Background: an optimization exercise with open tools, aiming at small area, a short achievable clock period and few clock cycles per item. Do not read the settings as production practice.
The RTL was checked by simulation tests, not by an equivalence proof against the original design.
Power figures rest on the tool's default switching activity, not on a simulated workload.

<file path="flow/run.sh">
#!/bin/bash
# synth_recipe.tcl (not shown) runs the flow's synth.tcl, then flattens the netlist and writes it again
# the make line also repeats each setting of config.mk as NAME=value (left out here)
make -C /OpenROAD-flow-scripts/flow DESIGN_CONFIG=/design/flow/config.mk WORK_HOME=/design/flow/orfs CLKGATE_MAP_FILE= SYNTH_SCRIPT=/design/flow/synth_recipe.tcl finish
</file>
<file path="flow/config.mk">
export PLATFORM = sky130hd
export DESIGN_NAME = alu_multi_cycle
export DESIGN_NICKNAME = alu_multi_cycle
export VERILOG_FILES = /design/flow/design.v
export SDC_FILE = /design/flow/constraint.sdc
export NUM_CORES = 4
export LEC_CHECK = 0
export CAP_MARGIN = 20
export CORE_MARGIN = 2
export CORE_UTILIZATION = 40
export SETUP_SLACK_MARGIN = 5
export SLEW_MARGIN = 20
</file>
<file path="flow/constraint.sdc">
create_clock -name core_clock -period 10.0 [get_ports {clk}]
set_input_delay 2.0000 -clock core_clock [delete_from_list [all_inputs] [get_ports {clk}]]
set_output_delay 2.0000 -clock core_clock [all_outputs]
set_load 0.01 [all_outputs]
</file>
<file path="flow/design.v">
module alu_multi_cycle #(
    parameter OPERAND_BUS_WIDTH = 8,
    parameter OPERAND_MAX_DATA_WIDTH = 32,
    parameter RESULT_BUS_WIDTH = 16,
    parameter RESULT_MAX_DATA_WIDTH = 64
) (
    input   wire                            clk,
    input   wire                            rst,  
    input   wire                            operand_valid,
    input   wire [2:0]                      op,
    input   wire [OPERAND_BUS_WIDTH-1:0]    a,
    input   wire [OPERAND_BUS_WIDTH-1:0]    b,
    input   wire                            operand_last,
    output  reg                             ready,
    output  reg                             result_valid,
    output  reg  [RESULT_BUS_WIDTH-1:0]     result,
    output  reg                             result_last,
    output  reg                             result_rst
);
    reg [31:0] opa;       
    reg [31:0] opb;       
    reg        cy;        
    reg [2:0]  opc;       
    reg [1:0]  nb;        
    reg        s_recv;    
    reg        s_full;    
    reg        m_busy;    
    reg [2:0]  didx;      
    reg [1:0]  d_one, d_two, d_neg;    
    reg        d_top;     
    reg [63:0] o;         
    wire flush = !rst || (operand_valid && op == 3'b111);
    always @(*) result = o[15:0];
    wire is_mul  = (opc == 3'b100);
    wire o_free  = !m_busy && (!result_valid || result_last);
    wire xfer    = s_full && o_free;
    wire step    = m_busy || (xfer && is_mul);
    wire m_done  = (didx == 3'd0);
    wire accept  = operand_valid && ready;
    wire first   = !s_recv;
    wire lastb   = operand_last || !first && nb == 2'd3;
    wire o_hi0   = (o[63:32] == 32'd0);
    wire [2:0] cur_op = first ? op : opc;
    wire       cin    = !first && cy;
    wire [9:0] bsum_x = {1'b0, a, 1'b1} + {1'b0, b, cin};
    wire [8:0] bsum   = bsum_x[9:1];
    reg  [7:0] rbyte;
    reg        rcarry;
    always @(*) begin
        rcarry = 1'b0;
        case (cur_op)
            3'b001: {rcarry, rbyte} = bsum;
            3'b010: rbyte = a & b;
            3'b011: rbyte = a ^ b;
            3'b100: rbyte = a;
            default: rbyte = 8'd0;
        endcase
    end
    function automatic [6:0] benc(input [4:0] x);    
        integer m;
        reg b2, b1, b0;
        begin
            benc = 7'd0;
            for (m = 0; m < 2; m = m + 1) begin
                b2 = x[2*m+2]; b1 = x[2*m+1]; b0 = x[2*m];
                benc[m]   = b1 ^ b0;
                benc[2+m] = (b2 & !b1 & !b0) | (!b2 & b1 & b0);
                benc[4+m] = b2 & !(b1 & b0);
            end
            benc[6] = x[4];
        end
    endfunction
    wire [2:0] nd_idx = didx - 3'd1;
    wire [4:0] nd_x   = {opa[{nd_idx, 2'b00} +: 4], (nd_idx == 3'd0) ? 1'b0 : opa[{nd_idx, 2'b00} - 1]};
    wire [4:0] fd_x   = {a[7:4], a[3]};
    function automatic [41:0] add42(input [41:0] x, input [41:0] y);
        reg [41:0] g, p, g0, p0;
        integer i, l, j;
        begin
            g0 = x & y;
            p0 = x ^ y;
            g = g0;
            p = p0;
            for (l = 0; l < 6; l = l + 1) begin
                for (i = 41; i >= 0; i = i - 1) begin
                    if ((i >> l) & 1) begin
                        j = ((i >> l) << l) - 1;
                        g[i] = g[i] | (p[i] & g[j]);
                        p[i] = p[i] & p[j];
                    end
                end
            end
            add42[0] = p0[0];
            for (i = 1; i < 42; i = i + 1) add42[i] = p0[i] ^ g[i-1];
        end
    endfunction
    wire [32:0] pp0 = (({33{d_one[0]}} & {1'b0, opb}) | ({33{d_two[0]}} & {opb, 1'b0})) ^ {33{d_neg[0]}};
    wire [32:0] pp1 = (({33{d_one[1]}} & {1'b0, opb}) | ({33{d_two[1]}} & {opb, 1'b0})) ^ {33{d_neg[1]}};
    wire [41:0] row0 = {6'b111111, !d_neg[0], d_neg[0], d_neg[0], pp0};
    wire [41:0] row1 = {6'd0, !d_neg[1], pp1, 2'b00};
    wire [39:0] accl = m_busy ? {o[35:0], 4'd0} : (d_top ? {4'd0, opb, 4'd0} : 40'd0);
    wire [41:0] arow = {2'd0, accl[39:4], 1'b0, d_neg[1], 1'b0, d_neg[0]};
    wire [41:0] c1s  = row0 ^ row1 ^ arow;
    wire [41:0] c1c  = ((row0 & row1) | (row0 & arow) | (row1 & arow)) << 1;
    wire [41:0] lsum = add42(c1s, c1c);
    wire [23:0] acch = m_busy ? o[59:36] : 24'd0;
    wire [23:0] hinc = acch + 24'd1;
    wire [23:0] hdec = acch - 24'd1;
    wire [23:0] hsum = lsum[41] ? hdec : (lsum[40] ? hinc : acch);
    wire [63:0] macc = {hsum, lsum[39:0]};
    always @(posedge clk) begin
        if (step)
            o <= macc;
        else if (xfer)
            o <= {31'd0, cy && nb == 2'd0, opa[31:25], opa[24] | (cy && nb == 2'd3),
                  opa[23:17], opa[16] | (cy && nb == 2'd2), opa[15:9], opa[8] | (cy && nb == 2'd1), opa[7:0]};
        else
            o <= {16'd0, o[63:16]};
    end
    always @(posedge clk) begin
        if (accept) begin
            cy <= rcarry;
            if (first) begin
                opa <= {24'd0, rbyte};
                opb <= {24'd0, b};
            end else begin
                case (nb)
                    2'd1: begin opa[15:8]  <= rbyte; opb[15:8]  <= b; end
                    2'd2: begin opa[23:16] <= rbyte; opb[23:16] <= b; end
                    default: begin opa[31:24] <= rbyte; opb[31:24] <= b; end
                endcase
            end
        end
    end
    reg        s_recv_n, s_full_n, m_busy_n, rv_n, rl_n;
    reg [2:0]  didx_n, opc_n;
    reg [1:0]  nb_n;
    reg [6:0]  dsel_n;
    always @(*) begin
        s_recv_n = s_recv;
        s_full_n = s_full;
        m_busy_n = m_busy;
        didx_n   = didx;
        opc_n    = opc;
        nb_n     = nb;
        dsel_n   = {d_top, d_neg, d_two, d_one};
        if (result_valid && !result_last) begin
            rv_n = 1'b1;
            rl_n = o_hi0;
        end else begin
            rv_n = 1'b0;
            rl_n = 1'b0;
        end
        if (step) begin
            didx_n   = nd_idx;
            dsel_n   = benc(nd_x);
            m_busy_n = !m_done;
            if (m_done) begin
                s_full_n = 1'b0;
                rv_n     = 1'b1;
                rl_n     = 1'b0;
            end
        end else if (xfer) begin
            s_full_n = 1'b0;
            rv_n     = 1'b1;
            rl_n     = 1'b0;
        end
        if (accept) begin
            if (first) begin
                opc_n = op;
                nb_n  = 2'd1;
                if (op != 3'b000) begin
                    if (operand_last) s_full_n = 1'b1;
                    else              s_recv_n = 1'b1;
                end
            end else begin
                nb_n = nb + 2'd1;
                if (lastb) begin
                    s_recv_n = 1'b0;
                    s_full_n = 1'b1;
                end
            end
            if (lastb) begin
                didx_n = {nb, 1'b1} & {first ? 2'b00 : 2'b11, 1'b1};
                dsel_n = benc(fd_x);
            end
        end
        if (flush) begin
            s_recv_n = 1'b0;
            s_full_n = 1'b0;
            m_busy_n = 1'b0;
            rv_n     = 1'b0;
            rl_n     = 1'b0;
        end
    end
    wire o_free_n = !m_busy_n && (!rv_n || rl_n);
    wire ready_n  = !s_full_n || (o_free_n && opc_n != 3'b100) || (m_busy_n && didx_n == 3'd0);
    always @(posedge clk) begin
        s_recv       <= s_recv_n;
        s_full       <= s_full_n;
        m_busy       <= m_busy_n;
        didx         <= didx_n;
        opc          <= opc_n;
        nb           <= nb_n;
        {d_top, d_neg, d_two, d_one} <= dsel_n;
        result_valid <= rv_n;
        result_last  <= rl_n;
        ready        <= ready_n;
        result_rst   <= flush;
    end
endmodule
</file>
==> results of run 1 <==
worst min path at each step:
stage                 end  cells after the start  slack (ns)
floorplan           o[47]                      2        0.43
detailed placement  o[47]                      2        0.47
global placement    o[47]                      2        0.47
CTS                 o[47]                      2        0.48
finish              o[47]                      2        0.48
global route        o[47]                      2        0.53
registers in the layout, indices dropped and copies added (netlist names), 2 cells and up:
name,flops
d_neg,2
d_one,2
d_two,2
didx,3
nb,2
o,64
opa,32
opb,32
opc,3
logic make-up (layout without fill, tap and decap cells):
kind of cell | after synthesis | after routing
mux | 30 | 30
simple gates | 305 | 305
fa+ha+maj | 100 | 100
compound gates | 377 | 377
buf+inv | 170 | 174
xor+xnor | 111 | 111
flops | 151 | 151
worst reg2reg max path: cells and delay by family, from the launching register on:
| family | cells | cell delay, ns |
|---|---|---|
| xor+xnor | 1 | 0.26 |
| buf+inv | 2 | 0.38 |
| fa+ha+maj | 2 | 0.93 |
| compound gates | 5 | 1.39 |
| simple gates | 4 | 1.05 |
| flops | 1 | 0.65 |
report_power, final:
part	total [uW]	switching [uW]	leakage (uW)	internal (uW)
registers	795	84.6	0.00136	711
logic	1770	1030	0.00336	737
clock network	643	283	0.000273	359
total	3210	1400	0.00499	1810
layer usage:
metal | up-vias | GRT usage | share of wire
met1 | 4723 | 0.324 | 0.43
met2 | 459 | 0.363 | 0.45
met5 | - | 0 | 0
li1 | 4518 | - | -
met3 | 68 | 0.0446 | 0.083
met4 | 0 | 0.101 | 0.037
through the flow:
step	setup WS, ns	cell area (um2)	instances	total power, uW
after floorplan	5.28	11400	1244	2080
after global placement	4.63	12100	1593	2510
after detailed placement	4.52	12100	1593	2530
after CTS	5.06	12700	1625	3190
after global routing	4.97	12700	1626	3430
final	5.28	12700	1626	3210
synthesized netlist by cell type, drive strengths merged (4+ instances only):
cell and number:
mux2 7, nand3 26, clkbuf 57, and4 4, xor2 21, a22o 11
a32oi 4, o211ai 8, fa 37, edfxtp 67, dfxtp 84, nand2b 10
inv 85, buf 28, o21bai 8, nand2 98, and2 23, nor4b 4
a211oi 6, or3 14, nor4 9, a22oi 122, a211o 5, ha 63
o21ai 84, nand4 13, and3 5, or4 5, o21a 6, a21oi 54
nor2b 11, o31ai 8, nor3 15, nor2 57, a21o 21, nand3b 4
xnor2 89, a31oi 12, mux2i 14, mux4 9
layout make-up:
cell class                 count  area [um2]
fill                        2732       15300
multi-input combinational    923        7060
sequential                   151        3700
timing repair buffer          57         537
clock buffer                  22         497
tap                          378         473
inverter                      85         324
clock inverter                10        82.6
what timing repair did:
item | 4_1_cts | 5_1_grt
gates resized for setup | 5 | 6
pin swaps | 0 | 1
buffers inserted | 0 | 1
endpoints found under the setup margin | 43 | 30
endpoints found under the hold margin | 0 | 0
==> results.toml, run 1 <==
[global_routing]
antenna_found_initial = 0
overflow = 0
grt_max_degree = 63
grt_pass1_vias = 9384
grt_pass1_wl_mm = 55.1
grt_usage = 0.236

[die]
ios = 43
fp.dieH_um = 173
dieArea_um2 = 29900
start_util = 0.409
placementRows = 61
die_x_um = 173
core_um2 = 27900

[worst_setup_path]
startpoint_type = "flop"
cp_slowest_cell = "dfxtp_2"
path_max_fanout = 25
rr_worst_depth = 14
reg2reg_slack_ns = 5.28
path_class = "flop to flop"
critPathBufInv = 2
r2r_start = "d_neg[0]"
endpoint = "o[53]"
crit_required_ns = 10.36
crit_cells = 14
cp_top_family = "compound AO/OA/AOI/OAI gates"
cp_cell_sequence = "inv_4, xnor2_1, fa_1, inv_1, ha_1, a21oi_1, o221ai_1, a41oi_2, nor3_1, o21ai_2, nand3_2, or4_1, a211o_1, nand3_1"
cpPeakStageDelay_ns = 0.65
end_kind = "flop"
r2r_end = "o[53]"
cp_data_arrival_time_ns = 5.08
cp-startpoint = "d_neg[0]"

[yosys]
synth.top_cell.area_share = 0.176
synth_warnings = 1
synth_top_family_by_area = "compound AO/OA/AOI/OAI gates"
synth.area.top_cells = "edfxtp_1 18%, dfxtp_1 15%, a22oi_1 8.0%, ha_1 6.9%, xnor2_1 6.8%"
synth_seq_cells = 151
synth_edf_count = 67
synth_cell_types = 73
synth_compound_area_frac = 0.224
synth_ff_type = "dfxtp_1"
synth_xor_area_frac = 0.0864
yosysSeqAreaShare = 0.323
synth_mux_area_frac = 0.0369
avgSynthCellArea_um2 = 9.18
synth.net_count = 1367
syn_inst = 1244
yosys.area_share.adder = 0.134
synth-simple-area-share = 0.134
async_flop_share = 0
synth_top_area_cell = "edfxtp_1"
syn_area_um2 = 11400

[routing]
viasPerCell = 6.01
drt-initial-drc-count = 1038
drc = 0
drt-pass1-iter-count = 6
detail_route.wl_per_cell_um = 21.7
antenna_left = 0
routed_wl_mm = 35.3
via_count = 9768

[cells_and_area]
final_net_count = 1358
area_delta_synth_final_pct = 10.9
final_util = 0.454
num_antenna_cells = 0
drive_gt1_frac = 0.0713
final_cell_mix = "121 x a22oi_1, 97 x nand2_1, 89 x xnor2_1"
final_common_cell = "a22oi_1"

[cts]
hold_buffers = 0
cts.sinks = 151
clock_path_buffers = 2
clkTransAtPathRegs_ns = 0.06
clk_latency_ns = 0.43
htree_levels = 4
cts_tree = "built"
root_buffer = "clkbuf_16"
cts_buffers = 17

[sta]
relSlewSlack = 0.349
period_share = 0.472
rsz0062_at_grt = "true"
fmax_ghz = 0.212
period_minus_slack_ns = 4.72
hold_slack_ns = 0.481
finalMaxSlewViolations = 0
worst_pin_slew_ns = 0.976
setup_violations = 0
clock_skew_ns = 0.0131
fin_setup_tns_ns = 0
hold_viol_final = 0

[flow_run]
maxCapViolCount = 0

[status]
status = "complete, no violations"

[pwr]
power_leakage_uw = 0.00499
power_density_nw_per_um2 = 253
ir_drop_mv = 0.121

[min_path]
hold_start = "o[63]"
hp-class = "flop to flop"

[placed_design]
gp_congestion = 0.904
portBuffers = 42
hpwl_mm = 26.2
Testbench counts, summed over its fixed seeds: cycles 31,033, items 8,000.
==> run 2: changes to the inputs <==
==> flow/flow/run.sh (new file) <==
#!/bin/bash
set -e
echo "export SETUP_SLACK_MARGIN = 5.5" >> config.mk
bash standard.sh > standard.log 2>&1
==> flow/standard.sh (new file) <==
#!/bin/bash
# synth_recipe.tcl (not shown) runs the flow's synth.tcl, then flattens the netlist and writes it again
# the make line also repeats each setting of config.mk as NAME=value (left out here)
make -C /OpenROAD-flow-scripts/flow DESIGN_CONFIG=/design/flow/config.mk WORK_HOME=/design/flow/orfs CLKGATE_MAP_FILE= SYNTH_SCRIPT=/design/flow/synth_recipe.tcl "${@:-finish}"
--- a/flow/config.mk
+++ b/flow/config.mk
@@ -8,5 +8,5 @@
 export CAP_MARGIN = 20
 export CORE_MARGIN = 2
 export CORE_UTILIZATION = 40
-export SETUP_SLACK_MARGIN = 5
 export SLEW_MARGIN = 20
+export SETUP_SLACK_MARGIN = 5.5
removed: flow/run.sh
==> run 2 against run 1 <==
Still clean on timing, DRC and antenna. Sequential power barely moved. Combinational power up 2%. Synthesized area did not move. Utilization is 0.47 points higher.
==> results.toml, run 2 <==
[status]
status = "complete, no violations"

[placed_design]
portBuffers = 42
hpwl_mm = 26.2
gp_congestion = 0.929
place_area_um2 = 12100

[cts]
clock_path_buffers = 2
cts_tree = "built"
cts.sinks = 151
htree_levels = 4
clkTransAtPathRegs_ns = 0.07
root_buffer = "clkbuf_16"
clk_latency_ns = 0.44
cts_buffers = 17

[global_routing]
grt_usage = 0.235
antenna_found_initial = 0
grt_pass1_vias = 9486
grt_max_degree = 54
overflow = 0
grt_pass1_wl_mm = 55.0

[cells_and_area]
num_antenna_cells = 0
area_delta_synth_final_pct = 12.0
finalInstanceArea_um2 = 12800
largest_reg_flops = 64
top_regs = "o (64), opa (32), opb (32)"
largest_register = "o"
final_net_count = 1363
drive_gt1_frac = 0.0822
nFillCells = 2741
final_common_cell = "a22oi_1"
final_cell_mix = "121 x a22oi_1, 97 x nand2_1, 89 x xnor2_1"

[yosys]
async_flop_share = 0
synth.net_count = 1367
synth_ff_type = "dfxtp_1"
synth.area.top_cells = "edfxtp_1 18%, dfxtp_1 15%, a22oi_1 8.0%, ha_1 6.9%, xnor2_1 6.8%"
yosysSeqAreaShare = 0.323
synth.top_cell.area_share = 0.176
synth_seq_cells = 151
synth_most_common_cell = "a22oi_1"
avgSynthCellArea_um2 = 9.18
synth_warnings = 1
syn_area_um2 = 11400
synth_cell_types = 73
synth_top_area_cell = "edfxtp_1"
syn_inst = 1244
synth_edf_count = 67
synthTopCellsByCount = "121 x a22oi_1, 98 x nand2_1, 89 x xnor2_1"

[die]
placementRows = 61
ios = 43
start_util = 0.409
fp.dieH_um = 173
die_x_um = 173
core_um2 = 27900
dieArea_um2 = 29900

[pwr]
power_density_nw_per_um2 = 251
power_leakage_uw = 0.00504
p_int_uw = 1790
ir_drop_mv = 0.112
comb_power_share = 0.561
seqPwrFrac = 0.248
p_sw_frac = 0.444
p_clk_frac = 0.191
switching_power_uw = 1430

[worst_setup_path]
reg2reg_slack_ns = 5.68
cp_data_arrival_time_ns = 4.61
path_class = "input port to flop"
end_kind = "flop"
crit_required_ns = 10.26
path_max_fanout = 3
startpoint_type = "input port"

[routing]
viasPerCell = 5.99
antenna_left = 0
via_count = 9776
drt-initial-drc-count = 1018
drt-pass1-iter-count = 6
detail_route.wl_per_cell_um = 22.1
drc = 0
routed_wl_mm = 36.0

[sta]
hold_viol_final = 0
fmax_ghz = 0.230
relSlewSlack = 0.371
clock_skew_ns = 0.0188
finalMaxSlewViolations = 0
setup_violations = 0
worst_pin_slew_ns = 0.935
period_minus_slack_ns = 4.34
period_share = 0.434
rsz0062_at_grt = "false"
fin_setup_tns_ns = 0

[flow_run]
maxCapViolCount = 0

[min_path]
hp-class = "flop to flop"
==> run 2: logic make-up (layout without fill, tap and decap cells) <==
group | count (synthesis) | count (layout) | synth area share
AOI/OAI and AO/OA | 377 | 377 | 0.224
buffers and inverters | 170 | 179 | 0.0620
and+or+nand+nor | 305 | 305 | 0.134
DFF | 151 | 151 | 0.323
adders and majority gates | 100 | 100 | 0.134
xor gates and xnor gates | 111 | 111 | 0.0864
muxes | 30 | 30 | 0.0369
==> run 2: repair_timing <==
action,in CTS,in global routing
gates cloned,0,1
pin swaps,1,2
hold endpoints to repair,0,0
hold buffers,0,0
endpoints found under the setup margin,49,37
setup buffers,1,4
resized for setup,12,21
==> run 2: per-layer routing <==
metal,vias to the layer above,routed length [um],global-route usage
met5,-,0,0
met4,0,1220,0.0855
met3,62,2870,0.0356
met2,470,16200,0.369
met1,4705,15700,0.329
li1,4539,-,-
==> run 2: final cells by class <==
cell class                 count  area, um2  area share
clock buffer                  17        425      0.0332
clock inverter                15        120     0.00938
inverter                      85        327      0.0255
multi-input combinational    923       7110       0.555
sequential                   151       3710       0.290
tap                          378        473      0.0369
timing repair buffer          62        634      0.0496
==> run 2: stage by stage <==
step	hold slack, ns	setup WS, ns	utilization	power, uW	instances
global route	0.507	5.50	0.458	3440	1631
floorplan	0.428	5.52	-	2090	1244
finish	0.515	5.66	0.458	3220	1631
CTS	0.505	5.49	0.453	3160	1626
global placement	0.493	4.95	0.432	2520	1593
detailed placement	0.489	4.81	0.432	2530	1593
==> run 2: critical path, stage by stage <==
cell             delay, ns
clkdlybuf4s50_1       0.49
fa_1                  0.48
a21o_1                0.19
a21o_1                0.18
a21o_1                0.18
a21o_1                0.19
nand2_1               0.08
xnor2_1               0.12
a22oi_1               0.08
o21ai_0               0.35
and2_1                0.26
==> run 2: final timing paths <==
check                           startpoint  endpoint  cells after the start
worst max-delay path                  a[0]   opa[29]                     11
worst min-delay path                 o[61]     o[45]                      2
worst max register to register      m_busy     o[42]                     15
worst min register to register       o[61]     o[45]                      2
==> run 2: power by group through the flow <==
stage / combinational, uW / clock (uW) / sequential, uW
detailed placement: 1730 / 0 / 805
global placement: 1720 / 0 / 804
global route: 1990 / 641 / 804
CTS: 1750 / 617 / 793
finish: 1810 / 613 / 798
floorplan: 1330 / 0 / 754
==> run 3: changes to the inputs <==
==> flow/flow/run.sh (replaced) <==
#!/bin/bash
set -e
echo "export SETUP_SLACK_MARGIN = 6.0" >> config.mk
bash standard.sh > standard.log 2>&1
--- a/flow/config.mk
+++ b/flow/config.mk
@@ -9,4 +9,4 @@
 export CORE_MARGIN = 2
 export CORE_UTILIZATION = 40
 export SLEW_MARGIN = 20
-export SETUP_SLACK_MARGIN = 5.5
+export SETUP_SLACK_MARGIN = 6.0
==> run 3 against run 2 <==
Final cell count up 4.0%. Via count up 5.5%. Still clean on timing, DRC and antenna. Critical endpoint is now o[50]. Largest power group unchanged. Routed wire length up 6.9%. Critical path depth up 5.
==> results.toml, run 3 <==
[cells_and_area]
area_delta_synth_final_pct = 23.5
top_regs = "o (64), opa (32), opb (32)"
final_cell_mix = "103 x a22oi_1, 97 x nand2_1, 88 x xnor2_1"
final_common_cell = "a22oi_1"
largest_register = "o"
nFillCells = 2550
drive_gt1_frac = 0.194
finalInstanceArea_um2 = 14100
largest_reg_flops = 64
num_antenna_cells = 0
final_util = 0.505
final_net_count = 1428

[cts]
clk_latency_ns = 0.43
htree_levels = 4
clock_path_buffers = 2
clkTransAtPathRegs_ns = 0.07
hold_buffers = 0
cts_tree = "built"
cts_buffers = 17
root_buffer = "clkbuf_16"
cts.sinks = 151

[global_routing]
grt_pass1_wl_mm = 57.6
grt_max_degree = 51
antenna_found_initial = 0
grt_usage = 0.247
overflow = 0
grt_pass1_vias = 9743

[worst_setup_path]
timing.critical_path.mode_cell = "nand3_2"
cp_data_arrival_time_ns = 4.46
end_kind = "flop"
cp_slowest_cell = "fa_1"
cp_top_family = "simple AND/OR/NAND/NOR gates"
crit_required_ns = 10.35
critPathBufInv = 3
startpoint_type = "flop"
cp_cell_sequence = "nor2b_4, clkbuf_16, a22oi_1, fa_1, inv_1, ha_4, nand3_2, nor4_4, nand3_2, or3_4, a21boi_4, buf_6, nor3_4, o2bb2ai_1, o2bb2a_1, a21oi_1"
path_max_fanout = 8
cpPeakStageDelay_ns = 0.58
path_class = "flop to flop"

[yosys]
synth.area.top_cells = "edfxtp_1 18%, dfxtp_1 15%, a22oi_1 8.0%, ha_1 6.9%, xnor2_1 6.8%"
synth.net_count = 1367
yosysSeqAreaShare = 0.323
synth_top_area_cell = "edfxtp_1"
synthTopCellsByCount = "121 x a22oi_1, 98 x nand2_1, 89 x xnor2_1"
syn_inst = 1244
synth_seq_cells = 151
synth_cell_types = 73
synth_edf_count = 67
avgSynthCellArea_um2 = 9.18
synth.top_cell.area_share = 0.176
synth_warnings = 1
synth_ff_type = "dfxtp_1"
synth_most_common_cell = "a22oi_1"
async_flop_share = 0
syn_area_um2 = 11400

[sta]
hold_viol_final = 0
setup_violations = 0
rsz0062_at_grt = "true"
fmax_ghz = 0.244
hold_slack_ns = 0.500
worst_pin_slew_ns = 1.03
finalMaxSlewViolations = 0
fin_setup_tns_ns = 0
period_share = 0.411
clock_skew_ns = 0.0145
period_minus_slack_ns = 4.11
relSlewSlack = 0.315

[placed_design]
portBuffers = 42
place_area_um2 = 12100
gp_congestion = 0.902
hpwl_mm = 26.5

[die]
dieArea_um2 = 29900
placementRows = 61
ios = 43
fp.dieH_um = 173
start_util = 0.409
die_x_um = 173
core_um2 = 27900

[routing]
drt-initial-drc-count = 1227
via_count = 10300
drt-pass1-iter-count = 5
routed_wl_mm = 38.5
viasPerCell = 6.08
antenna_left = 0
detail_route.wl_per_cell_um = 22.7
drc = 0

[pwr]
power_density_nw_per_um2 = 264
ir_drop_mv = 0.105
power_leakage_uw = 0.00550

[min_path]
hp-class = "flop to flop"

[status]
status = "complete, no violations"

[flow_run]
maxCapViolCount = 0
==> run 3: cell counts after synthesis <==
Identical to the previous run, type by type.
==> run 3: cell families (layout without fill, tap and decap cells) <==
kind of cell | after synthesis | count (layout) | synth area share
DFF | 151 | 151 | 0.323
muxes | 30 | 30 | 0.0369
AOI/OAI and AO/OA | 377 | 377 | 0.224
adders and majority gates | 100 | 100 | 0.134
xor gates and xnor gates | 111 | 111 | 0.0864
and+or+nand+nor | 305 | 307 | 0.134
buffers and inverters | 170 | 242 | 0.0620
==> run 3: final timing paths <==
kind | from | to | slack [ns] | depth (start not counted)
worst max-delay path | m_busy | o[50] | 5.89 | 16
worst min-delay path | o[61] | o[45] | 0.50 | 2
worst max register to register | m_busy | o[50] | 5.89 | 16
worst min register to register | o[61] | o[45] | 0.50 | 2
==> run 3: worst min-delay path: cells and delay by family, from the launching register on <==
family / cells / cell delay [ns]
DFF: 1 / 0.33
AOI/OAI and AO/OA: 1 / 0.07
and+or+nand+nor: 1 / 0.06
==> run 3: power by group <==
group	leakage, uW	internal (uW)	switching [uW]
logic	0.00388	1030	1290
clock network	0.000259	326	283
registers	0.00136	713	82.2
total	0.00550	2070	1660
==> run 3: final cells by class <==
cell class                 count  area (um2)  area share
clock buffer                  19         433      0.0307
clock inverter                13         115     0.00816
inverter                      85         332      0.0235
multi-input combinational    925        7740       0.548
sequential                   151        3720       0.264
tap                          378         473      0.0335
timing repair buffer         125        1300      0.0922
==> run 3: what timing repair did <==
| action | 4_1_cts | 5_1_grt |
|---|---|---|
| pin swaps | 12 | 36 |
| buffers inserted | 25 | 39 |
| endpoints found under the setup margin | 72 | 55 |
| gates resized for setup | 73 | 91 |
| cloned | 4 | 3 |
==> run 3: layer usage <==
metal | part of all wire | GRT usage | wire length [um]
met5 | 0 | 0 | 0
met4 | 0.039 | 0.0985 | 1500
met3 | 0.092 | 0.0387 | 3530
met2 | 0.45 | 0.376 | 17300
met1 | 0.42 | 0.351 | 16100
==> run 3: metrics by stage <==
stage | total power [uW] | setup WS, ns | std cells
2_1_floorplan | 2130 | 6.01 | 1244
3_3_place_gp | 2600 | 4.89 | 1593
3_5_place_dp | 2610 | 4.80 | 1593
4_1_cts | 3380 | 5.96 | 1654
5_1_grt | 3940 | 5.81 | 1696
6_report | 3730 | 5.89 | 1696
==> run 4: changes to the inputs <==
==> flow/flow/run.sh (replaced) <==
#!/bin/bash
set -e
echo "export SETUP_SLACK_MARGIN = 5.85" >> config.mk
bash standard.sh > standard.log 2>&1
--- a/flow/config.mk
+++ b/flow/config.mk
@@ -9,4 +9,4 @@
 export CORE_MARGIN = 2
 export CORE_UTILIZATION = 40
 export SLEW_MARGIN = 20
-export SETUP_SLACK_MARGIN = 6.0
+export SETUP_SLACK_MARGIN = 5.85
==> run 4 against run 3 <==
Critical path type is now input port to flop. Utilization shrank 2.4 points. Sequential share of layout area grew 1.3 points. Combinational power shrank 16%. Worst hold slack gained 0.028 ns. Clock power grew 9.7%. Sequential power shrank 0.5%. Highest routed layer unchanged.
==> results.toml, run 4 <==
[worst_setup_path]
cpPeakStageDelay_ns = 0.40
cp_data_arrival_time_ns = 4.26
path_class = "input port to flop"
rr_worst_depth = 15
path_max_fanout = 4
crit_required_ns = 10.17
cp_slowest_cell = "fa_2"
end_kind = "flop"
r2r_start = "m_busy"
cp_cell_sequence = "dlygate4sd2_1, fa_2, a21o_1, a21o_1, a21o_1, a21o_1, a21o_1, a21oi_2, or3_1, a211oi_1, o21a_1"
timing.critical_path.mode_cell = "a21o_1"
reg2reg_slack_ns = 5.94
startpoint_type = "input port"
r2r_end = "o[42]"

[yosys]
synth_most_common_cell = "a22oi_1"
synth_warnings = 1
synth.area.top_cells = "edfxtp_1 18%, dfxtp_1 15%, a22oi_1 8.0%, ha_1 6.9%, xnor2_1 6.8%"
synth_seq_cells = 151
synth_cell_types = 73
syn_area_um2 = 11400
syn_inst = 1244
synth_top_area_cell = "edfxtp_1"
avgSynthCellArea_um2 = 9.18
synth_edf_count = 67
synth.top_cell.area_share = 0.176
synth.net_count = 1367
async_flop_share = 0
synth_ff_type = "dfxtp_1"
yosysSeqAreaShare = 0.323
synthTopCellsByCount = "121 x a22oi_1, 98 x nand2_1, 89 x xnor2_1"

[routing]
antenna_left = 0
routed_wl_mm = 37.7
viasPerCell = 6.03
highest_layer = "met4"
via_count = 10100
drt-pass1-iter-count = 6
drc = 0
met2_length_mm = 17.3
drt-initial-drc-count = 1102
wl_met1_mm = 16.2
detail_route.wl_per_cell_um = 22.6
wl_met3_mm = 2.95

[min_path]
hold_path_depth = 2
hp-class = "flop to flop"
hold_start = "opa[26]"
whs_endpoint = "o[26]"

[cts]
root_buffer = "clkbuf_16"
clk_latency_ns = 0.44
cts.sinks = 151
clkTransAtPathRegs_ns = 0.06
cts_buffers = 17
cts_tree = "built"
htree_levels = 4
clock_path_buffers = 2

[die]
core_um2 = 27900
dieArea_um2 = 29900
start_util = 0.409
fp.dieH_um = 173
ios = 43
die_x_um = 173
placementRows = 61

[status]
status = "complete, no violations"

[cells_and_area]
final_net_count = 1401
area_delta_synth_final_pct = 17.7
final_cell_mix = "115 x a22oi_1, 97 x nand2_1, 89 x xnor2_1"
final_util = 0.482
largest_reg_flops = 64
drive_gt1_frac = 0.133
largest_register = "o"
num_antenna_cells = 0
top_regs = "o (64), opa (32), opb (32)"
nFillCells = 2663
final_common_cell = "a22oi_1"

[placed_design]
place_ws_ns = 4.78
hpwl_mm = 26.7
portBuffers = 42
gp_congestion = 0.915

[global_routing]
grt_usage = 0.243
overflow = 0
grt_max_degree = 65
antenna_found_initial = 0
grt_pass1_wl_mm = 56.4
grt_pass1_vias = 9512

[pwr]
ir_drop_mv = 0.145
power_density_nw_per_um2 = 254
power_leakage_uw = 0.00532

[sta]
rsz0062_at_grt = "true"
period_share = 0.408
relSlewSlack = 0.341
hold_viol_final = 0
clock_skew_ns = 0.0180
fmax_ghz = 0.245
worst_slack_ns = 5.92
worst_pin_slew_ns = 0.979
period_minus_slack_ns = 4.08
setup_violations = 0
fin_setup_tns_ns = 0
finalMaxSlewViolations = 0

[flow_run]
maxCapViolCount = 0
## run 4: metrics by stage
step                cells  hold WS [ns]  cell area [um2]  total power (uW)
global route         1669         0.547            13500              3630
CTS                  1638         0.519            12900              3250
global placement     1592         0.486            12100              2530
floorplan            1244         0.428            11500              2090
detailed placement   1592         0.502            12100              2530
finish               1669         0.528            13500              3410
## run 4: final cells by class
class	count	area, um2	area share
multi-input cells	924	7340	0.545
flip-flops and latches	151	3720	0.277
repair buffers	99	990	0.0736
clock buffers	21	483	0.0359
well taps	378	473	0.0352
inverters	85	332	0.0247
clock inverters	11	113	0.00837
## run 4: worst max-delay path by stage
stage / from / end / slack [ns] / cells after the start
6_report: b[0] / opa[15] / 5.92 / 11
2_1_floorplan: m_busy / o[57] / 5.85 / 18
5_1_grt: d_one[1] / o[16] / 5.78 / 14
3_3_place_gp: d_neg[0] / o[58] / 4.92 / 14
4_1_cts: d_one[0] / o[53] / 5.86 / 15
3_5_place_dp: d_neg[0] / o[58] / 4.78 / 14
## run 4: metal layers
layer / vias to the layer above / GRT usage
li1: 4607 / -
met1: 4923 / 0.334
met2: 466 / 0.386
met3: 60 / 0.0385
met4: 0 / 0.0925
met5: - / 0
## run 4: logic make-up after synthesis
kind of cell | share of synthesized area
buffers and inverters | 0.0620
xor gates and xnor gates | 0.0864
AOI/OAI and AO/OA | 0.224
adders and majority gates | 0.134
muxes | 0.0369
and+or+nand+nor | 0.134
DFF | 0.323
## run 4: where the power goes
group	switching [uW]	total [uW]	internal [uW]
logic	1110	1950	842
clock network	290	668	378
registers	78.3	791	713
## run 4: critical path: cells and delay by family
| family | cells | cell delay [ns] |
|---|---|---|
| and+or+nand+nor | 1 | 0.14 |
| adders and majority gates | 1 | 0.40 |
| buffers and inverters | 1 | 0.32 |
| AOI/OAI and AO/OA | 8 | 1.39 |
## run 4: repair_timing
| item | 4_1_cts | 5_1_grt |
|---|---|---|
| setup endpoints to repair | 68 | 44 |
| hold buffers | 0 | 0 |
| setup buffers | 13 | 30 |
| gates resized for setup | 40 | 52 |
| hold endpoints to repair | 0 | 0 |
| pin swaps | 5 | 18 |
| cloned | 1 | 1 |
==> run 5: changes to the inputs <==
==> flow/flow/run.sh (replaced) <==
#!/bin/bash
set -e
echo "export SETUP_SLACK_MARGIN = 5.75" >> config.mk
bash standard.sh > standard.log 2>&1
--- a/flow/config.mk
+++ b/flow/config.mk
@@ -8,5 +8,6 @@
 export CAP_MARGIN = 20
 export CORE_MARGIN = 2
 export CORE_UTILIZATION = 40
+export CTS_BUF_LIST = sky130_fd_sc_hd__clkbuf_4 sky130_fd_sc_hd__clkbuf_8
 export SLEW_MARGIN = 20
-export SETUP_SLACK_MARGIN = 5.85
+export SETUP_SLACK_MARGIN = 5.75
==> run 5 against run 4 <==
Still clean. Non-clock buffer count decreased by 27. Synthesized cell count unchanged. Sequential power about the same. First-iteration DRC count decreased by 4.5%. Clock power decreased by 32%. Global-route usage decreased by 0.37 points. Sequential share of layout area increased by 1.4 points. Worst setup slack got worse by 0.049 ns. Routed wire length decreased by 2.7%. Largest cell class unchanged.
==> results.toml, run 5 <==
[yosys]
synth_cell_types = 73
synth_top_area_cell = "edfxtp_1"
synth_ff_type = "dfxtp_1"
synth.top_cell.area_share = 0.176
avgSynthCellArea_um2 = 9.18
async_flop_share = 0
synth_most_common_cell = "a22oi_1"
synth_top_family_by_area = "compound AO/OA/AOI/OAI gates"
synth_xor_area_frac = 0.0864
syn_inst = 1244
synth_seq_cells = 151
synth.area.top_cells = "edfxtp_1 18%, dfxtp_1 15%, a22oi_1 8.0%, ha_1 6.9%, xnor2_1 6.8%"
synth_compound_area_frac = 0.224
synth_warnings = 1
synth-simple-area-share = 0.134
synthTopCellsByCount = "121 x a22oi_1, 98 x nand2_1, 89 x xnor2_1"
synth.net_count = 1367
yosysSeqAreaShare = 0.323
synth_mux_area_frac = 0.0369
synth_edf_count = 67
yosys.area_share.adder = 0.134
syn_area_um2 = 11400

[sta]
hold_viol_final = 0
fmax_ghz = 0.242
clock_skew_ns = 0.0271
worst_slack_ns = 5.87
worst_pin_slew_ns = 1.00
period_minus_slack_ns = 4.13
fin_setup_tns_ns = 0
setup_violations = 0
finalMaxSlewViolations = 0
rsz0062_at_grt = "true"
relSlewSlack = 0.332
period_share = 0.413

[routing]
viasPerCell = 6.03
via_count = 9902
detail_route.wl_per_cell_um = 22.3
drt-pass1-iter-count = 6
antenna_left = 0
drc = 0
drt-initial-drc-count = 1052
routed_wl_mm = 36.7

[pwr]
power_leakage_uw = 0.00501
seqPwrFrac = 0.257
p_sw_frac = 0.458
switching_power_uw = 1420
p_clk_frac = 0.147
p_int_uw = 1670
comb_power_share = 0.597
power_density_nw_per_um2 = 242
ir_drop_mv = 0.0991

[worst_setup_path]
startpoint_type = "input port"
cp-startpoint = "a[1]"
crit_required_ns = 10.29
r2r_start = "d_top"
cp_data_arrival_time_ns = 4.42
path_max_fanout = 3
path_class = "input port to flop"
end_kind = "flop"

[cts]
htree_levels = 4
root_buffer = "clkbuf_8"
cts.sinks = 151
clock_path_buffers = 2
hold_buffers = 0
cts_buffers = 17
clk_latency_ns = 0.47
clkTransAtPathRegs_ns = 0.10
cts_tree = "built"

[die]
start_util = 0.409
dieArea_um2 = 29900
placementRows = 61
fp.dieH_um = 173
ios = 43
die_x_um = 173
core_um2 = 27900

[cells_and_area]
largest_register = "o"
num_antenna_cells = 0
final_net_count = 1373
regArea_um2 = 3720
nFillCells = 2768
multiInputGateArea_um2 = 7140
drive_gt1_frac = 0.0982
largest_reg_flops = 64
final_common_cell = "a22oi_1"
top_regs = "o (64), opa (32), opb (32)"
area_delta_synth_final_pct = 11.9
final_cell_mix = "120 x a22oi_1, 97 x nand2_1, 89 x xnor2_1"

[global_routing]
gr-usage-met1 = 0.330
grt_pass1_vias = 9596
busiest_layer = "met2"
grt_usage = 0.240
grt_max_degree = 65
grt_pass1_wl_mm = 56.0
use_met3 = 0.0400
overflow = 0
antenna_found_initial = 0
grt_util_met2 = 0.372

[status]
status = "complete, no violations"

[flow_run]
maxCapViolCount = 0

[placed_design]
portBuffers = 42
gp_congestion = 0.880
hpwl_mm = 26.6
place_ws_ns = 4.85

[min_path]
hp-class = "flop to flop"
hold_start = "o[61]"
run 5: cell count changes in the layout (fill, tap and decap cells not counted), moves of 3 or more:
cell	change
clkinvlp_4	+4
buf_4	-25
ha_1	+6
a22oi_2	-5
buf_8	+3
ha_4	-6
clkbuf_8	+17
a22oi_1	+5
buf_12	-5
inv_6	+3
clkbuf_16	-18
nor2_4	-3
run 5: cells by family (layout without fill, tap and decap cells):
kind of cell / count (synthesis) / in the layout
AO/OA/AOI/OAI: 377 / 377
AND/OR/NAND/NOR: 305 / 305
buffers and inverters: 170 / 189
flip-flops: 151 / 151
XOR/XNOR: 111 / 111
adder cells (fa/ha/maj): 100 / 100
multiplexers: 30 / 30
run 5: power groups by stage:
stage               Sequential (uW)  Clock [uW]  Combinational (uW)
floorplan                       754           0                1330
global placement                808           0                1700
detailed placement              809           0                1720
CTS                             798         462                1750
global route                    798         486                2040
finish                          793         454                1840
run 5: worst max-delay path: stages:
cell and delay, ns:
clkdlybuf4s50_1 0.46, ha_1 0.36, a21o_1 0.16, a21o_1 0.18, a21o_1 0.17, a21o_1 0.18, nand2_1 0.08, xnor2_1 0.12
a22oi_1 0.07, o21ai_0 0.38, and2_1 0.25
run 5: worst paths after layout:
path	to	cells past startpoint	slack, ns
max	opa[29]	11	5.87
min	o[45]	2	0.53
max reg2reg	o[53]	16	5.87
min reg2reg	o[45]	2	0.53
run 5: what timing repair did:
item,CTS,global route
setup endpoints to repair,61,37
buffers inserted,2,12
pin swaps,4,8
cloned,0,2
resized for setup,31,29
run 5: cell type report:
type | count | share of cell area
Sequential cell | 151 | 0.291
Tap cell | 378 | 0.0370
Timing Repair Buffer | 72 | 0.0596
Clock inverter | 13 | 0.00900
Multi-Input combinational cell | 923 | 0.559
Clock buffer | 19 | 0.0195
Inverter | 85 | 0.0257
run 5: per-stage QoR:
stage | std cells | hold slack [ns] | utilization | power (uW) | cell area (um2)
after floorplan | 1244 | 0.428 | - | 2090 | 11400
after global placement | 1593 | 0.493 | 0.432 | 2510 | 12100
after detailed placement | 1593 | 0.511 | 0.432 | 2530 | 12100
after CTS | 1627 | 0.534 | 0.449 | 3010 | 12500
after global routing | 1641 | 0.535 | 0.458 | 3320 | 12800
final | 1641 | 0.534 | 0.458 | 3090 | 12800
run 5: metal layers:
metal / vias to the layer above / share of wire
met5: - / 0
met4: 0 / 0.036
met3: 70 / 0.080
met2: 470 / 0.45
met1: 4820 / 0.44
li1: 4542 / -
==> run 6: changes to the inputs <==
--- a/flow/config.mk
+++ b/flow/config.mk
@@ -9,5 +9,6 @@
 export CORE_MARGIN = 2
 export CORE_UTILIZATION = 40
 export CTS_BUF_LIST = sky130_fd_sc_hd__clkbuf_4 sky130_fd_sc_hd__clkbuf_8
+export CTS_CLUSTER_SIZE = 30
 export SLEW_MARGIN = 20
 export SETUP_SLACK_MARGIN = 5.75
==> run 6 against run 5 <==
Sequential share of layout area unchanged. Via count is the same. Global-route usage did not move. Synthesized area unchanged. Register-to-register slack hardly changed.
==> results.toml, run 6 <==
[min_path]
hold_path_depth = 2
hp-class = "flop to flop"

[yosys]
synth_seq_cells = 151
synth.net_count = 1367
synthTopCellsByCount = "121 x a22oi_1, 98 x nand2_1, 89 x xnor2_1"
synth.area.top_cells = "edfxtp_1 18%, dfxtp_1 15%, a22oi_1 8.0%, ha_1 6.9%, xnor2_1 6.8%"
synth_most_common_cell = "a22oi_1"
syn_area_um2 = 11400
synth_top_area_cell = "edfxtp_1"
synth_cell_types = 73
synth_warnings = 1
yosysSeqAreaShare = 0.323
synth_edf_count = 67
synth.top_cell.area_share = 0.176
avgSynthCellArea_um2 = 9.18
syn_inst = 1244
synth_ff_type = "dfxtp_1"
async_flop_share = 0

[placed_design]
gp_congestion = 0.880
hpwl_mm = 26.6
portBuffers = 42

[sta]
worst_pin_slew_ns = 1.00
fmax_ghz = 0.242
hold_slack_ns = 0.534
rsz0062_at_grt = "true"
fin_setup_tns_ns = 0
clock_skew_ns = 0.0271
finalMaxSlewViolations = 0
relSlewSlack = 0.332
period_share = 0.413
setup_violations = 0
period_minus_slack_ns = 4.13
hold_viol_final = 0

[cells_and_area]
final_common_cell = "a22oi_1"
largest_reg_flops = 64
num_antenna_cells = 0
area_delta_synth_final_pct = 11.9
nFillCells = 2768
final_net_count = 1373
final_cell_mix = "120 x a22oi_1, 97 x nand2_1, 89 x xnor2_1"
largest_register = "o"
drive_gt1_frac = 0.0982
top_regs = "o (64), opa (32), opb (32)"

[routing]
drt-initial-drc-count = 1052
detail_route.wl_per_cell_um = 22.3
via_count = 9902
routed_wl_mm = 36.7
drt-pass1-iter-count = 6
drc = 0
antenna_left = 0
viasPerCell = 6.03

[pwr]
total_power_uw = 3090
ir_drop_mv = 0.0991
power_density_nw_per_um2 = 242
power_leakage_uw = 0.00501

[flow_run]
maxCapViolCount = 0

[status]
status = "complete, no violations"

[worst_setup_path]
rr_worst_depth = 16
path_max_fanout = 3
cp_data_arrival_time_ns = 4.42
startpoint_type = "input port"
path_class = "input port to flop"
end_kind = "flop"
crit_required_ns = 10.29

[die]
die_x_um = 173
ios = 43
dieArea_um2 = 29900
core_um2 = 27900
start_util = 0.409
placementRows = 61
fp.dieH_um = 173

[cts]
cts.sinks = 151
cts_tree = "built"
clk_latency_ns = 0.47
cts_buffers = 17
root_buffer = "clkbuf_8"
htree_levels = 4
clkTransAtPathRegs_ns = 0.10
hold_buffers = 0
clock_path_buffers = 2

[global_routing]
grt_usage = 0.240
grt_pass1_wl_mm = 56.0
grt_max_degree = 65
overflow = 0
antenna_found_initial = 0
grt_pass1_vias = 9596
-- run 6: cell counts in the layout (fill, tap and decap cells not counted) --
No cell type changed its count.
-- run 6: final timing paths --
path	from	to	slack (ns)
hold / removal	o[61]	o[45]	0.53
hold reg to reg	o[61]	o[45]	0.53
setup reg to reg	d_top	o[53]	5.87
setup / recovery	a[1]	opa[29]	5.87
-- run 6: metrics by stage --
| step | std cells | area [um2] | utilization | worst slack (ns) |
|---|---|---|---|---|
| 3_5_place_dp | 1593 | 12100 | 0.432 | 4.85 |
| 5_1_grt | 1641 | 12800 | 0.458 | 5.67 |
| 2_1_floorplan | 1244 | 11400 | - | 5.77 |
| 4_1_cts | 1627 | 12500 | 0.449 | 5.76 |
| 3_3_place_gp | 1593 | 12100 | 0.432 | 4.95 |
| 6_report | 1641 | 12800 | 0.458 | 5.87 |
-- run 6: logic make-up after synthesis --
family / Yosys count / synth area share
simple gates: 305 / 0.134
buf+inv: 170 / 0.0620
mux: 30 / 0.0369
compound gates: 377 / 0.224
xor+xnor: 111 / 0.0864
flops: 151 / 0.323
fa+ha+maj: 100 / 0.134
-- run 6: where the power goes --
group / switching, uW / total [uW] / internal, uW
clock network: 270 / 454 / 184
logic: 1060 / 1840 / 780
registers: 81.5 / 793 / 712
total: 1420 / 3090 / 1670
-- run 6: what timing repair did --
item | in CTS | in global routing
buffers inserted | 2 | 12
resized for setup | 31 | 29
endpoints found under the setup margin | 61 | 37
pin swaps | 4 | 8
cloned | 0 | 2
-- run 6: cell type report --
type,count,area [um2],area share
Clock buffer,19,249,0.0195
Tap cell,378,473,0.0370
Timing Repair Buffer,72,762,0.0596
Sequential cell,151,3720,0.291
Inverter,85,329,0.0257
Multi-Input combinational cell,923,7140,0.559
Clock inverter,13,115,0.00900
-- run 6: worst max-delay path, stage by stage --
cell             delay (ns)
clkdlybuf4s50_1        0.46
ha_1                   0.36
a21o_1                 0.16
a21o_1                 0.18
a21o_1                 0.17
a21o_1                 0.18
nand2_1                0.08
xnor2_1                0.12
a22oi_1                0.07
o21ai_0                0.38
and2_1                 0.25
-- run 6: metal layers --
| layer | up-vias | share of wire | track usage |
|---|---|---|---|
| met1 | 4820 | 0.44 | 0.330 |
| met3 | 70 | 0.080 | 0.0400 |
| met4 | 0 | 0.036 | 0.102 |
| met2 | 470 | 0.45 | 0.372 |
| li1 | 4542 | - | - |
| met5 | - | 0 | 0 |
==> run 7: changes to the inputs <==
--- a/flow/config.mk
+++ b/flow/config.mk
@@ -7,8 +7,7 @@
 export LEC_CHECK = 0
 export CAP_MARGIN = 20
 export CORE_MARGIN = 2
-export CORE_UTILIZATION = 40
+export CORE_UTILIZATION = 60
 export CTS_BUF_LIST = sky130_fd_sc_hd__clkbuf_4 sky130_fd_sc_hd__clkbuf_8
-export CTS_CLUSTER_SIZE = 30
 export SLEW_MARGIN = 20
 export SETUP_SLACK_MARGIN = 5.75
==> run 7 against run 6 <==
Non-clock buffer count up 14. Final cell count fell by 7.9%. Count of clock-buffer cells in the layout decreased by 2. Critical endpoint is now o[23]. Worst hold slack worse by 0.021 ns. Sequential cell count is the same. Maximum frequency is 0.43% lower. Largest power group unchanged. Synthesized cell count unchanged. Worst setup slack got worse by 0.018 ns. Final area increased by 1.3%. Still clean on timing, DRC and antenna. First-iteration DRC count up 18%.
==> results.toml, run 7 <==
[die]
core_um2 = 18700
placementRows = 50
ios = 43
dieArea_um2 = 20200
start_util = 0.611
die_x_um = 142
fp.dieH_um = 142

[yosys]
synth.net_count = 1367
synth_cell_types = 73
synth-simple-area-share = 0.134
avgSynthCellArea_um2 = 9.18
synthTopCellsByCount = "121 x a22oi_1, 98 x nand2_1, 89 x xnor2_1"
yosysSeqAreaShare = 0.323
synth_edf_count = 67
synth_top_family_by_area = "compound AO/OA/AOI/OAI gates"
syn_area_um2 = 11400
synth_ff_type = "dfxtp_1"
synth_top_area_cell = "edfxtp_1"
synth_mux_area_frac = 0.0369
synth.top_cell.area_share = 0.176
synth_seq_cells = 151
synth_most_common_cell = "a22oi_1"
synth_warnings = 1
synth_xor_area_frac = 0.0864
synth_compound_area_frac = 0.224
async_flop_share = 0
syn_inst = 1244
yosys.area_share.adder = 0.134
synth.area.top_cells = "edfxtp_1 18%, dfxtp_1 15%, a22oi_1 8.0%, ha_1 6.9%, xnor2_1 6.8%"

[cells_and_area]
nFillCells = 1445
final_net_count = 1387
final_common_cell = "a22oi_1"
top_regs = "o (64), opa (32), opb (32)"
num_antenna_cells = 0
drive_gt1_frac = 0.121
fin_cells = 1511
largest_reg_flops = 64
area_delta_synth_final_pct = 13.4
final_util = 0.693
regArea_um2 = 3710
final_cell_mix = "118 x a22oi_1, 97 x nand2_1, 89 x xnor2_1"
largest_register = "o"
multiInputGateArea_um2 = 7310

[pwr]
ir_drop_mv = 0.303
power_density_nw_per_um2 = 253
switching_power_uw = 1510
power_leakage_uw = 0.00517
comb_power_share = 0.610
p_sw_frac = 0.461
p_clk_frac = 0.148
total_power_uw = 3280
seqPwrFrac = 0.242
p_int_uw = 1770

[sta]
fin_setup_tns_ns = 0
worst_pin_slew_ns = 0.828
rsz0062_at_grt = "true"
setup_violations = 0
hold_viol_final = 0
clock_skew_ns = 0.0172
finalMaxSlewViolations = 0
period_share = 0.415
relSlewSlack = 0.443
period_minus_slack_ns = 4.15
worst_slack_ns = 5.85
fmax_ghz = 0.241

[global_routing]
antenna_found_initial = 0
busiest_layer = "met2"
grt_pass1_wl_mm = 53.4
grt_usage = 0.349
overflow = 0
grt_util_met2 = 0.528
use_met3 = 0.0619
grt_max_degree = 67
grt_pass1_vias = 9309
gr-usage-met1 = 0.503

[flow_run]
maxCapViolCount = 0

[routing]
detail_route.wl_per_cell_um = 23.6
drc = 0
routed_wl_mm = 35.7
drt-pass1-iter-count = 6
viasPerCell = 6.63
antenna_left = 0
drt-initial-drc-count = 1238
via_count = 10000

[worst_setup_path]
end_kind = "flop"
critPathBufInv = 4
cp_slowest_cell = "fa_1"
cp_top_family = "compound AO/OA/AOI/OAI gates"
path_class = "flop to flop"
crit_required_ns = 10.33
timing.critical_path.mode_cell = "buf_6"
cp_cell_sequence = "nor2b_4, buf_12, buf_6, a22oi_1, fa_1, inv_1, ha_1, a21oi_2, o221ai_1, a41oi_2, buf_6, o211ai_1, a31oi_1, nor2_1, a211oi_1, xor2_1, o21ai_0"
path_max_fanout = 9
cp_data_arrival_time_ns = 4.48
startpoint_type = "flop"
cpPeakStageDelay_ns = 0.58

[cts]
cts.sinks = 151
cts_buffers = 17
clk_latency_ns = 0.48
root_buffer = "clkbuf_8"
clock_path_buffers = 2
htree_levels = 4
cts_tree = "built"
clkTransAtPathRegs_ns = 0.09

[placed_design]
dp_cells = 1451
portBuffers = 42
place_ws_ns = 4.87
hpwl_mm = 24.9
gp_congestion = 0.935

[min_path]
hp-class = "flop to flop"

[status]
status = "complete, no violations"
-- run 7: kinds of logic (layout without fill, tap and decap cells) --
family                   count (synthesis)  count (layout)
buffers and inverters                  170             203
XOR/XNOR                               111             111
flip-flops                             151             151
multiplexers                            30              30
adder cells (fa/ha/maj)                100             100
AO/OA/AOI/OAI                          377             377
AND/OR/NAND/NOR                        305             305
-- run 7: final timing paths --
check	endpoint	start	slack, ns	cells after the start
worst min register to register	o[25]	opa[25]	0.51	2
worst max register to register	o[23]	d_top	5.85	17
worst max-delay path	o[23]	d_top	5.85	17
worst min-delay path	o[25]	opa[25]	0.51	2
-- run 7: final cells by class --
cell class                      instances  area share
Timing Repair Buffer                   86      0.0703
Multi-Input combinational cell        923       0.565
Sequential cell                       151       0.286
Clock inverter                         15      0.0124
Inverter                               85      0.0256
Clock buffer                           17      0.0181
Tap cell                              234      0.0226
-- run 7: power by group through the flow --
stage                     logic (uW)  clock network, uW  registers [uW]
after global routing            2190                515             796
final                           2000                486             793
after CTS                       1790                488             788
after detailed placement        1740                  0             800
after floorplan                 1330                  0             754
after global placement          1720                  0             800
-- run 7: metrics by stage --
step / cell area [um2] / hold WS, ns
finish: 13000 / 0.513
global route: 13000 / 0.549
CTS: 12500 / 0.511
detailed placement: 11900 / 0.497
global placement: 11900 / 0.483
floorplan: 11400 / 0.428
-- run 7: worst min-delay path: cells and delay by family (launching register included) --
kind	cells	cell delay (ns)
AOI/OAI and AO/OA	2	0.13
DFF	1	0.36
-- run 7: what timing repair did --
item / CTS / global route
hold buffers: 0 / 0
gates cloned: 1 / 2
pin swaps: 3 / 15
gates resized for setup: 34 / 57
endpoints found under the setup margin: 60 / 42
buffers inserted: 6 / 19
-- run 7: metal layers --
| layer | routed length [um] | vias to the layer above |
|---|---|---|
| met3 | 3620 | 80 |
| met4 | 1060 | 0 |
| met1 | 15000 | 4821 |
| li1 | - | 4573 |
| met2 | 16000 | 544 |
| met5 | 0 | - |
==> run 8: changes to the inputs <==
--- a/flow/config.mk
+++ b/flow/config.mk
@@ -7,7 +7,6 @@
 export LEC_CHECK = 0
 export CAP_MARGIN = 20
 export CORE_MARGIN = 2
-export CORE_UTILIZATION = 60
-export CTS_BUF_LIST = sky130_fd_sc_hd__clkbuf_4 sky130_fd_sc_hd__clkbuf_8
+export CORE_UTILIZATION = 40
 export SLEW_MARGIN = 20
 export SETUP_SLACK_MARGIN = 5.75
==> run 8 against run 7 <==
Still clean. Worst setup slack got worse by 0.041 ns. Count of clock-buffer cells in the layout rose by 2. Largest power group unchanged. Via count fell by 0.68%.
==> results.toml, run 8 <==
[yosys]
async_flop_share = 0
synth_most_common_cell = "a22oi_1"
synth_top_area_cell = "edfxtp_1"
synth_seq_cells = 151
syn_inst = 1244
synth_edf_count = 67
synth_cell_types = 73
syn_area_um2 = 11400
synthTopCellsByCount = "121 x a22oi_1, 98 x nand2_1, 89 x xnor2_1"
synth.area.top_cells = "edfxtp_1 18%, dfxtp_1 15%, a22oi_1 8.0%, ha_1 6.9%, xnor2_1 6.8%"
avgSynthCellArea_um2 = 9.18
synth.net_count = 1367
synth.top_cell.area_share = 0.176
synth_warnings = 1
synth_ff_type = "dfxtp_1"
yosysSeqAreaShare = 0.323

[routing]
drt-pass1-iter-count = 7
antenna_left = 0
detail_route.wl_per_cell_um = 22.6
via_count = 9950
routed_wl_mm = 37.1
drc = 0
drt-initial-drc-count = 1198
viasPerCell = 6.07

[min_path]
hold_path_depth = 2
hp-class = "flop to flop"

[cells_and_area]
nFillCells = 2736
final_common_cell = "a22oi_1"
finalInstanceArea_um2 = 13000
fin_cells = 1639
regArea_um2 = 3720
area_delta_synth_final_pct = 13.6
largest_register = "o"
top_regs = "o (64), opa (32), opb (32)"
num_antenna_cells = 0
final_net_count = 1371
final_cell_mix = "120 x a22oi_1, 97 x nand2_1, 89 x xnor2_1"
largest_reg_flops = 64
multiInputGateArea_um2 = 7140
drive_gt1_frac = 0.0952

[global_routing]
grt_pass1_vias = 9571
grt_pass1_wl_mm = 56.2
overflow = 0
antenna_found_initial = 0
grt_usage = 0.241
grt_max_degree = 65

[cts]
clk_latency_ns = 0.44
cts.sinks = 151
clkTransAtPathRegs_ns = 0.08
cts_buffers = 17
root_buffer = "clkbuf_16"
cts_tree = "built"
clock_path_buffers = 2
hold_buffers = 0
htree_levels = 4

[die]
core_um2 = 27900
start_util = 0.409
placementRows = 61
ios = 43
fp.dieH_um = 173
dieArea_um2 = 29900
die_x_um = 173

[sta]
fin_setup_tns_ns = 0
period_minus_slack_ns = 4.19
setup_violations = 0
fmax_ghz = 0.239
worst_pin_slew_ns = 1.00
finalMaxSlewViolations = 0
rsz0062_at_grt = "true"
period_share = 0.419
relSlewSlack = 0.331
hold_viol_final = 0
clock_skew_ns = 0.0177
worst_slack_ns = 5.81

[worst_setup_path]
cp_data_arrival_time_ns = 4.47
path_max_fanout = 3
end_kind = "flop"
path_class = "input port to flop"
crit_required_ns = 10.28
rr_worst_depth = 16
startpoint_type = "input port"

[pwr]
power_leakage_uw = 0.00509
total_power_uw = 3260
power_density_nw_per_um2 = 251
ir_drop_mv = 0.114

[flow_run]
maxCapViolCount = 0

[status]
status = "complete, no violations"

[placed_design]
portBuffers = 42
gp_congestion = 0.880
place_area_um2 = 12100
place_ws_ns = 4.85
hpwl_mm = 26.6
dp_cells = 1593
-- run 8: cell counts after synthesis --
Identical to the previous run, type by type.
-- run 8: logic make-up (layout without fill, tap and decap cells) --
family	Yosys count	after routing	share of synthesized area
flops	151	151	0.323
xor+xnor	111	111	0.0864
compound gates	377	377	0.224
fa+ha+maj	100	100	0.134
simple gates	305	305	0.134
buf+inv	170	187	0.0620
mux	30	30	0.0369
-- run 8: repair_timing --
item / CTS / global route
setup buffers: 2 / 9
gates resized for setup: 30 / 32
gates cloned: 0 / 3
pin swaps: 4 / 5
endpoints found under the setup margin: 66 / 39
-- run 8: area by class of cell --
class	instances	area share
clock inverters	13	0.00887
flip-flops and latches	151	0.287
clock buffers	19	0.0334
well taps	378	0.0364
inverters	85	0.0254
repair buffers	70	0.0593
multi-input cells	923	0.550
-- run 8: path summary, 6_finish.rpt --
path | endpoint | from | slack, ns
max | opa[21] | a[1] | 5.81
min | o[47] | o[63] | 0.53
max reg2reg | o[53] | d_top | 5.88
min reg2reg | o[47] | o[63] | 0.53
-- run 8: routing by layer --
layer,vias up,share of wire,GRT usage
met5,-,0,0
li1,4541,-,-
met4,0,0.033,0.0989
met1,4831,0.43,0.332
met2,507,0.44,0.375
met3,71,0.089,0.0427
-- run 8: per-stage QoR --
| step | hold slack (ns) | utilization |
|---|---|---|
| after floorplan | 0.428 | - |
| after global placement | 0.493 | 0.432 |
| after detailed placement | 0.511 | 0.432 |
| after CTS | 0.528 | 0.455 |
| after global routing | 0.543 | 0.465 |
| final | 0.533 | 0.465 |
-- run 8: worst max-delay path, cell delays in order --
cell	delay, ns
clkdlybuf4s50_1	0.46
ha_1	0.36
a21o_1	0.16
a21o_1	0.18
a21o_1	0.17
a21o_1	0.18
nand2_1	0.08
xnor2_1	0.12
a22oi_1	0.08
o21ai_0	0.41
and2_1	0.26
-- run 8: power by group --
part	switching (uW)	total, uW	internal (uW)
sequential	91.4	804	713
clock	296	620	324
combinational	1060	1830	777
==> run 9: changes to the inputs <==
==> flow/flow/run.sh (replaced) <==
#!/bin/bash
set -e
echo "export SETUP_SLACK_MARGIN = 5.9" >> config.mk
bash standard.sh > standard.log 2>&1
--- a/flow/config.mk
+++ b/flow/config.mk
@@ -8,5 +8,6 @@
 export CAP_MARGIN = 20
 export CORE_MARGIN = 2
 export CORE_UTILIZATION = 40
+export CTS_BUF_LIST = sky130_fd_sc_hd__clkbuf_4 sky130_fd_sc_hd__clkbuf_8
 export SLEW_MARGIN = 20
-export SETUP_SLACK_MARGIN = 5.75
+export SETUP_SLACK_MARGIN = 5.9
==> run 9 against run 8 <==
First-iteration DRC count is 7.3% higher. Critical endpoint is now o[42]. Utilization grew 1.7 points. Routed wire length grew 3.0%. Worst setup slack gained 0.013 ns. Largest power group unchanged. Highest routed layer unchanged. Sequential cell count is the same. Critical path depth is 5 higher. Total power grew 2.8%. Synthesized cell count unchanged. Worst hold slack worse by 0.0054 ns. Clock power fell by 28%. Final cell count rose by 2.1%. Final area increased by 3.8%. Still clean.
==> results.toml, run 9 <==
[status]
status = "complete, no violations"

[routing]
via_count = 10200
viasPerCell = 6.09
antenna_left = 0
drt-initial-drc-count = 1285
wl_met3_mm = 3.59
drt-pass1-iter-count = 5
met2_length_mm = 17.3
drc = 0
routed_wl_mm = 38.2
detail_route.wl_per_cell_um = 22.8
highest_layer = "met4"
wl_met1_mm = 16.1

[die]
fp.dieH_um = 173
core_um2 = 27900
ios = 43
placementRows = 61
dieArea_um2 = 29900
start_util = 0.409
die_x_um = 173

[sta]
hold_viol_final = 0
fin_setup_tns_ns = 0
period_minus_slack_ns = 4.18
rsz0062_at_grt = "true"
relSlewSlack = 0.316
finalMaxSlewViolations = 0
setup_violations = 0
period_share = 0.418
clock_skew_ns = 0.0147
fmax_ghz = 0.239
worst_pin_slew_ns = 1.03

[yosys]
syn_inst = 1244
avgSynthCellArea_um2 = 9.18
synth.net_count = 1367
synthTopCellsByCount = "121 x a22oi_1, 98 x nand2_1, 89 x xnor2_1"
synth_warnings = 1
synth.area.top_cells = "edfxtp_1 18%, dfxtp_1 15%, a22oi_1 8.0%, ha_1 6.9%, xnor2_1 6.8%"
yosysSeqAreaShare = 0.323
synth_ff_type = "dfxtp_1"
synth_edf_count = 67
synth_top_area_cell = "edfxtp_1"
async_flop_share = 0
syn_area_um2 = 11400
synth.top_cell.area_share = 0.176
synth_most_common_cell = "a22oi_1"
synth_seq_cells = 151
synth_cell_types = 73

[min_path]
hp-class = "flop to flop"
hold_path_depth = 2
hold_start = "opa[25]"
whs_endpoint = "o[25]"

[cells_and_area]
final_util = 0.482
final_net_count = 1406
drive_gt1_frac = 0.156
area_delta_synth_final_pct = 17.8
num_antenna_cells = 0
finalInstanceArea_um2 = 13500
final_common_cell = "a22oi_1"
largest_register = "o"
top_regs = "o (64), opa (32), opb (32)"
final_cell_mix = "111 x a22oi_1, 97 x nand2_1, 89 x xnor2_1"
largest_reg_flops = 64

[global_routing]
antenna_found_initial = 0
grt_max_degree = 63
grt_pass1_vias = 9353
grt_pass1_wl_mm = 56.0
grt_usage = 0.240
overflow = 0

[cts]
cts.sinks = 151
root_buffer = "clkbuf_8"
cts_tree = "built"
htree_levels = 4
clkTransAtPathRegs_ns = 0.10
cts_buffers = 17
clk_latency_ns = 0.46
clock_path_buffers = 2
hold_buffers = 0

[worst_setup_path]
crit_required_ns = 10.36
path_class = "flop to flop"
critPathBufInv = 3
r2r_end = "o[42]"
cpPeakStageDelay_ns = 0.49
path_max_fanout = 15
cp_top_family = "simple AND/OR/NAND/NOR gates"
startpoint_type = "flop"
reg2reg_slack_ns = 5.82
cp_cell_sequence = "nor2b_4, buf_6, buf_16, a22o_4, fa_1, ha_4, nand4_1, nor4_4, nand3_2, or3_4, a21boi_4, buf_12, nor2_4, a22o_1, a32o_1, o21bai_1"
cp_slowest_cell = "fa_1"
rr_worst_depth = 16
cp_data_arrival_time_ns = 4.53
end_kind = "flop"
r2r_start = "m_busy"

[pwr]
p_clk_frac = 0.134
comb_power_share = 0.630
ir_drop_mv = 0.117
seqPwrFrac = 0.237
p_int_uw = 1810
power_density_nw_per_um2 = 249
switching_power_uw = 1530
power_leakage_uw = 0.00526
p_sw_frac = 0.458

[placed_design]
gp_congestion = 0.901
portBuffers = 42
hpwl_mm = 26.5
place_area_um2 = 12100

[flow_run]
maxCapViolCount = 0
## run 9: through the flow
step | power, uW | std cells | hold WS (ns) | worst slack [ns]
after detailed placement | 2550 | 1593 | 0.506 | 4.85
final | 3350 | 1674 | 0.528 | 5.82
after global placement | 2540 | 1593 | 0.495 | 4.94
after global routing | 3570 | 1674 | 0.541 | 5.71
after floorplan | 2100 | 1244 | 0.428 | 5.92
after CTS | 3070 | 1635 | 0.526 | 5.86
## run 9: logic make-up after synthesis
logic type,after synthesis,share of synthesized area
fa+ha+maj,100,0.134
buf+inv,170,0.0620
flops,151,0.323
mux,30,0.0369
simple gates,305,0.134
xor+xnor,111,0.0864
compound gates,377,0.224
## run 9: worst max-delay path by stage
| stage | slack [ns] | endpoint | cells after the start | startpoint |
|---|---|---|---|---|
| 6_report | 5.82 | o[42] | 16 | m_busy |
| 5_1_grt | 5.71 | o[42] | 14 | opb[18] |
| 4_1_cts | 5.86 | o[57] | 16 | m_busy |
| 3_5_place_dp | 4.85 | o[58] | 14 | d_neg[0] |
| 3_3_place_gp | 4.94 | o[43] | 14 | m_busy |
| 2_1_floorplan | 5.92 | o[49] | 19 | m_busy |
## run 9: layout make-up
type | instances | area, um2
fill | 2697 | 14500
multi-input combinational | 924 | 7520
sequential | 151 | 3720
timing repair buffer | 104 | 1070
tap | 378 | 473
inverter | 85 | 332
clock buffer | 17 | 234
clock inverter | 15 | 120
## run 9: worst min-delay path, cell delays in order, from the launching register on
cell      delay (ns)
edfxtp_1        0.36
a22oi_1         0.08
o21ai_0         0.07
## run 9: routing by layer
| layer | up-vias | track usage |
|---|---|---|
| met5 | - | 0 |
| met2 | 565 | 0.370 |
| met3 | 69 | 0.0409 |
| met4 | 0 | 0.0915 |
| li1 | 4613 | - |
| met1 | 4955 | 0.337 |
## run 9: timing repair
item	CTS	global route
setup endpoints to repair	68	45
gates resized for setup	46	82
hold endpoints to repair	0	0
buffers inserted	9	35
pin swaps	7	27
gates cloned	1	4
## run 9: power by group through the flow
stage	Clock, uW	Sequential [uW]	Combinational (uW)
6_report	447	793	2110
5_1_grt	474	797	2300
4_1_cts	451	795	1820
3_5_place_dp	0	806	1740
3_3_place_gp	0	805	1740
2_1_floorplan	0	754	1350

[static timing again, ports no longer ideal]
In the flow no input, the clock included, has a driving cell. The finished layouts below were timed again as built, in two steps.
Step 1 assumes that a clkbuf_16 drives the clock port and a buf_2 every other input.
Step 2 also shifts input and output timing later by t, the mid clock arrival at the registers, as if the neighbouring blocks saw the same clock.
Slacks: no drivers / after step 1 / after step 2; pairs: no drivers / after step 1.
run	shift t [ns]	setup slack, ns
run 1	0.475	5.282 / 5.282 / 5.144
run 2	0.483	5.658 / 5.682 / 5.206
run 3	0.476	5.894 / 5.894 / 5.636
run 4	0.482	5.915 / 5.940 / 5.464
run 5	0.499	5.866 / 5.871 / 5.393
run 6	0.499	5.866 / 5.871 / 5.393
run 7	0.518	5.848 / 5.848 / 5.441
run 8	0.484	5.807 / 5.839 / 5.355
run 9	0.498	5.821 / 5.821 / 5.603
After both steps every run listed still meets setup and hold.
